From an optimization exercise on the open Yosys and OpenROAD flow, aimed at small area, a short achievable clock period and few clock cycles; shortcuts taken in it are not production practice. Function not checked in this run: the RTL went through the layout flow alone.

--- flow/design.v ---
module median_fliter(
  input                  clk,
  input                  rst,
  input               enable,
  input  [7:0]     RAM_IMG_Q,
  input  [7:0]     RAM_OUT_Q,
  output          RAM_IMG_OE,
  output          RAM_IMG_WE,
  output [15:0]    RAM_IMG_A,
  output [7:0]     RAM_IMG_D,
  output          RAM_OUT_OE,
  output          RAM_OUT_WE,
  output [15:0]    RAM_OUT_A,
  output [7:0]     RAM_OUT_D,
  output                done
);
  localparam LK = 3;             
  localparam K  = 1 << LK;       
  localparam L  = K + 2;         
  reg        go;         
  reg        running;    
  reg        oe;         
  reg        first;      
  reg        flush;      
  reg  [7:0] rrow;       
  reg  [7:0] rcol;       
  reg  [4:0] sm1;        
  reg  [4:0] jc;         
  reg        col_last;   
  reg        col_zero;   
  reg        strip_top;  
  reg        strip_bot;  
  reg        done_reg;
  reg  [4:0] vp;         
  wire ri_first = ~jc[0] & ~jc[4];          
  wire ri_last  = jc[4] & ~jc[3];           
  wire ri_ge2   = jc[1] | jc[4];            
  wire row_pad  = (ri_first & strip_top) | (ri_last & strip_bot);
  wire step_end = ri_last;
  wire [4:0] sm1_next = col_last ? sm1 + 5'd1 : sm1;
  always @(posedge clk, posedge rst) begin
    if (rst) begin
      go      <= 1'b0;
      running <= 1'b0;
      oe      <= 1'b0;
    end else begin
      go <= enable & ~running & ~go;
      if (go) begin
        running <= 1'b1;
        oe      <= 1'b1;
      end else if (step_end) begin
        if (col_last && strip_bot) oe <= 1'b0;    
        if (flush) running <= 1'b0;
      end
    end
  end
  always @(posedge clk) begin
    jc <= go ? 5'd0 : {jc[3:0], ~jc[4]};
    if (go) begin
      first     <= 1'b1;
      flush     <= 1'b0;
      rrow      <= 8'd255;
      rcol      <= 8'd0;
      sm1       <= 5'd31;
      col_last  <= 1'b0;
      col_zero  <= 1'b1;
      strip_top <= 1'b1;
      strip_bot <= 1'b0;
    end else if (!step_end) begin
      rrow <= rrow + 8'd1;
    end else begin
      first     <= 1'b0;
      rcol      <= rcol + 8'd1;
      col_last  <= (rcol == 8'd254);
      col_zero  <= col_last;
      rrow      <= {sm1_next, 3'b111};
      sm1       <= sm1_next;
      strip_top <= (sm1_next == 5'd31);
      strip_bot <= (sm1_next == 5'd30);
      if (col_last && strip_bot) flush <= 1'b1;
    end
  end
  wire v0  = running & ~first & ri_ge2;   
  wire mn0 = col_zero;                    
  reg       pad1;
  reg [1:0] mn;
  always @(posedge clk, posedge rst) begin
    if (rst) vp <= 5'd0;
    else     vp <= {vp[3:0], v0};
  end
  always @(posedge clk) begin
    pad1 <= row_pad;
    mn   <= {mn[0], mn0};
  end
  reg [7:0] din;
  reg [7:0] dl [1:2*L];
  integer k;
  always @(posedge clk) begin
    din     <= RAM_IMG_Q & {8{~pad1}};
    dl[1]   <= din;
    for (k = 2; k <= 2*L; k = k + 1) dl[k] <= dl[k-1];
    dl[L+1] <= dl[L] & {8{~mn[1]}};
  end
  wire [7:0] ta = dl[2*L];                  
  wire [7:0] tb = dl[L];                    
  wire [7:0] tc = din & {8{~mn[1]}};        
  function gt8(input [7:0] a, input [7:0] b);
    reg [7:0] g, p;
    reg [3:0] g1, p1;
    reg [1:0] g2, p2;
    integer i;
    begin
      g = a & ~b;
      p = a | ~b;
      for (i = 0; i < 4; i = i + 1) begin
        g1[i] = g[2*i+1] | (p[2*i+1] & g[2*i]);
        p1[i] = p[2*i+1] & p[2*i];
      end
      for (i = 0; i < 2; i = i + 1) begin
        g2[i] = g1[2*i+1] | (p1[2*i+1] & g1[2*i]);
        p2[i] = p1[2*i+1] & p1[2*i];
      end
      gt8 = g2[1] | (p2[1] & g2[0]);
    end
  endfunction
  function [7:0] max3(input [7:0] a, input [7:0] b, input [7:0] c);
    reg x, y, z;
    begin
      x = gt8(a, b);
      y = gt8(b, c);
      z = gt8(a, c);
      max3 = (x & z) ? a : (~x & y) ? b : c;
    end
  endfunction
  function [7:0] min3(input [7:0] a, input [7:0] b, input [7:0] c);
    reg x, y, z;
    begin
      x = gt8(a, b);
      y = gt8(b, c);
      z = gt8(a, c);
      min3 = (~x & ~z) ? a : (x & ~y) ? b : c;
    end
  endfunction
  function [7:0] med3(input [7:0] a, input [7:0] b, input [7:0] c);
    reg x, y, z;
    begin
      x = gt8(a, b);
      y = gt8(b, c);
      z = gt8(a, c);
      med3 = (x ^ z) ? a : (x ^ y) ? c : b;
    end
  endfunction
  reg [7:0] lo0, md0, hi0, lo1, md1, hi1, lo2, md2, hi2;
  always @(posedge clk) begin
    lo0 <= min3(ta, tb, tc);
    md0 <= med3(ta, tb, tc);
    hi0 <= max3(ta, tb, tc);
    lo1 <= lo0;  md1 <= md0;  hi1 <= hi0;
    lo2 <= lo1;  md2 <= md1;  hi2 <= hi1;
  end
  reg [7:0] mxlo, mdmd, mnhi, dout;
  always @(posedge clk) begin
    mxlo <= max3(lo0, lo1, lo2);
    mdmd <= med3(md0, md1, md2);
    mnhi <= min3(hi0, hi1, hi2);
    dout <= med3(mxlo, mdmd, mnhi);
  end
  wire we = vp[4];
  reg [15:0] wa;      
  reg        wlast;   
  always @(posedge clk) begin
    if (go) begin
      wa    <= 16'hffff;
      wlast <= 1'b0;
    end else if (vp[3]) begin
      wa    <= wa + 16'd1;
      wlast <= (wa == 16'hfffe);
    end
  end
  always @(posedge clk, posedge rst) begin
    if (rst) done_reg <= 1'b0;
    else if (enable && !running) done_reg <= 1'b0;
    else if (we && wlast) done_reg <= 1'b1;
  end
  assign RAM_IMG_OE = oe;
  assign RAM_IMG_WE = 1'b0;
  assign RAM_IMG_A  = {rrow, rcol};
  assign RAM_IMG_D  = 8'd0;
  assign RAM_OUT_OE = 1'b0;
  assign RAM_OUT_WE = we;
  assign RAM_OUT_A  = {wa[15:8+LK], wa[LK-1:0], wa[7+LK:LK]};
  assign RAM_OUT_D  = dout;
  assign done       = done_reg;
endmodule
--- flow/standard.sh ---
#!/bin/bash
# synth_recipe.tcl (not shown) runs the flow's synth.tcl, then flattens the netlist and writes it again
# the make line also repeats each setting of config.mk as NAME=value (left out here)
make -C /OpenROAD-flow-scripts/flow DESIGN_CONFIG=/design/flow/config.mk WORK_HOME=/design/flow/orfs CLKGATE_MAP_FILE= SYNTH_SCRIPT=/design/flow/synth_recipe.tcl "${@:-finish}"
--- flow/config.mk ---
export PLATFORM = sky130hd
export DESIGN_NAME = median_fliter
export DESIGN_NICKNAME = median_fliter
export VERILOG_FILES = /design/flow/design.v
export SDC_FILE = /design/flow/constraint.sdc
export NUM_CORES = 4
export LEC_CHECK = 0
export CAP_MARGIN = 20
export CORE_MARGIN = 2
export CORE_UTILIZATION = 40
export CTS_CLUSTER_DIAMETER = 100
export CTS_CLUSTER_SIZE = 30
export SLEW_MARGIN = 20
--- flow/constraint.sdc ---
create_clock -name core_clock -period 10.0 [get_ports {clk}]
set_input_delay 2.0000 -clock core_clock [delete_from_list [all_inputs] [get_ports {clk}]]
set_output_delay 2.0000 -clock core_clock [all_outputs]
set_load 0.01 [all_outputs]
--- flow/flow/run.sh ---
#!/bin/bash
# The standard layout (the standard.sh, standard synthesis), with the
# ports buffered by a stronger buffer than the default choice.
set -euo pipefail
bash standard.sh BUFFER_PORTS_ARGS="-buffer_cell sky130_fd_sc_hd__buf_4" finish > standard.log 2>&1
==> run notes <==
## per-layer routing
metal	global-route usage [%]	wire [µm]	vias to the layer above
met5	0	0	-
met4	3.35	274	0
met3	1.96	920	24
met2	22.8	9150	153
met1	19.4	9930	3355
li1	-	-	3631
## logic make-up after synthesis
family | after synthesis
adder cells (fa/ha/maj) | 27
multiplexers | 60
AND/OR/NAND/NOR | 219
other | 1
AO/OA/AOI/OAI | 235
buffers and inverters | 113
flip-flops | 333
XOR/XNOR | 28
## synthesized netlist by cell type, drive strengths merged (4+ instances only)
cell type and count:
and3 5, clkbuf 12, nor2b 37, nand2 38
a22oi 23, xor2 19, dfrtp 9, nand4 14
o21bai 6, buf 18, a211oi 6, a21boi 5
a221oi 9, a31oi 10, o221ai 8, nor2 39
a21o 10, a2bb2oi 4, or3b 4, o211ai 4
o21ai 57, nand2b 38, a222oi 10, mux2i 50
o22ai 15, nand3 19, ha 6, dfxtp 324
maj3 21, or3 5, a21oi 43, inv 83
mux2 10, nor3 12, xnor2 9
## through the flow
stage / instances / hold slack, ns / util [%]
CTS: 1448 / 0.331 / 44.8
global placement: 1428 / 0.310 / 43.3
detailed placement: 1428 / 0.312 / 43.3
finish: 1448 / 0.322 / 44.8
global route: 1448 / 0.333 / 44.8
floorplan: 1025 / 0.310 / -
## worst paths after layout
path / startpoint / endpoint / slack, ns / cells past startpoint
worst max-delay path: wa[0]$_SDFFE_PP1P_ / RAM_OUT_A[8] / 6.87 / 1
worst min-delay path: dl[8][2]$_DFF_P_ / dl[9][2]$_DFF_P_ / 0.32 / 0
worst max register to register: mn[1]$_DFF_P_ / md0[7]$_DFF_P_ / 7.14 / 7
worst min register to register: dl[8][2]$_DFF_P_ / dl[9][2]$_DFF_P_ / 0.32 / 0
max in group asynchronous: rst / vp[2]$_DFF_PP0_ / 8.30 / 2
min in group asynchronous: rst / oe$_DFFE_PP0P_ / 1.45 / 2
## cell type report
cell class | count | share of cell area [%]
flip-flops and latches | 333 | 54.1
multi-input cells | 579 | 32.9
well taps | 378 | 3.81
repair buffers | 55 | 3.33
clock buffers | 17 | 3.09
inverters | 83 | 2.51
clock inverters | 3 | 0.292
==> run notes <==
final instance area 12400 µm²; clock latency on the worst-skew pair 0.50 ns; max reg flops 160; Post-CTS Setup Repair Bufs 0; initial DRC count 474; total length of routed wires 20.3 mm; main combinational cell family by area after synthesis compound AO/OA/AOI/OAI gates; mapped cell area 11200 µm²; Max Cap Violations 0; Synth top area share 57.8%; placed cell areas 12000 µm²; gpl congestion 0.873; CP Class reg2out; post-route ant nets 0; Distinct cells, synth 77; Crit path max-delay family flip-flops; Clock Skews 0.0236 ns; Period minus WS final 3.13 ns; wire per inst 14.0 µm; post-synthesis compound-gate area fraction 14.8%; slowest stage cell on the critical path dfxtp_1; first-pass GRT wire length 33.3 mm; Die ar. 29400 µm²; slew margin rel. 46.0%; syn avg cell area 11.1 µm²; Max Slew Vio Count 0; FF/Latch Area 6710 µm²; Final Hold Fails 0; # fillers 2577; Multi-input gate area 4080 µm²; post-cts resize count 0; HPWL after DPL 14.1 mm; most common cell after layout, fill and taps aside dfxtp_1; fin nets 1092; Setup TNS 0 ns; Post-Synth XOR/XNOR Area 2.65%; total CTS buffers 15; Peak Freq 0.319 GHz; largest fanout on the critical path 6; Initial Util 40.5%; CTS tree built; crit path cell chain buf_4; DRC violation count after routing 0; Site Rows 61; core region area 27700 µm²; Die W 172 µm; commonest cells after routing, fill and taps aside dfxtp_1, inv_1, buf_4, mux2i_1, nor2_1; Yosys Warn Count 2; status finished clean; Clock Sinks 333; Diodes inserted 0; Reg with most FFs dl; cells after synthesis 1016; cts hold-fix bufs 0; Synth Area in Simple Gates 10.4%; CP arrival 1.13 ns; root buf cell clkbuf_16; Initial DRT Pass Iterations 5; post-synthesis mux area share 5.53%; Period Utilization, post-route 31.3%; number of H-tree levels 1; antenna violations before repair 0; final setup violation count 0; post-synth top area cell dfxtp_1; total congestion overflow 0; top post-synthesis cells by area dfxtp_1, mux2i_1, inv_1, nand2b_1, nor2b_1; dpl ws 7.17 ns; share of flip-flops with an asynchronous set or reset 2.70%; Syn-to-layout area delta 10.5%; Vias per Instance 4.95; die height 172 µm; io pins 72; IO buf count 53; WP data required 8.00 ns; EDFF count, synth 0; setup ws final 6.87 ns; Via Count 7163; CP Buf/Inv Count 1; RSZ-0062 raised after global routing no; Seq cells post-synth 333; Most used DFF post-synth dfxtp_1; largest net degree at the start of global routing 34; layout cells sized above 1 10.8%; Hold WC Path Type reg2reg; vias in the first global route 6685; biggest regs dl: 160 flops, wa: 16 flops; clock buffer depth 3; aggregate global-route resource usage 13.9%; Reg clk slew, reported paths 0.10 ns; worst slew pin tran 0.805 ns; register area share after synthesis 59.8%; Crit path largest cell delay 0.47 ns; startpoint types flip-flop; Post-Synth Adder-Cell Area 2.58%; critical path endpoint category output port

[static timing again, ports no longer ideal]
The results above use ideal ports. As a check the final layout listed here was re-extracted and re-timed, cells and wires unchanged. Step 1 (the two cells are an assumption about what drives the block):
set clk [get_ports {clk}]
set_driving_cell -lib_cell sky130_fd_sc_hd__clkbuf_16 $clk
set_driving_cell -lib_cell sky130_fd_sc_hd__buf_2 [delete_from_list [all_inputs] $clk]
Step 2 moves the port delays by t, midway between the first and last clock arrival at a register: inputs arrive t later, outputs are due t later. That takes back most of the time a late clock gives input paths. Slacks: ideal / step 1 / step 2; pairs: ideal / step 1.
shift t [ns]: 0.534
setup slack, ns: 6.870 / 6.822 / 7.144
hold WS [ns]: 0.322 / 0.322 / 0.322
slew at the worst register clock pin (ns): 0.11 / 0.11
After both steps setup and hold are still met in this run. For this run, drivers alone change the setup slack by -0.048 ns; drivers and shift together by +0.274 ns.
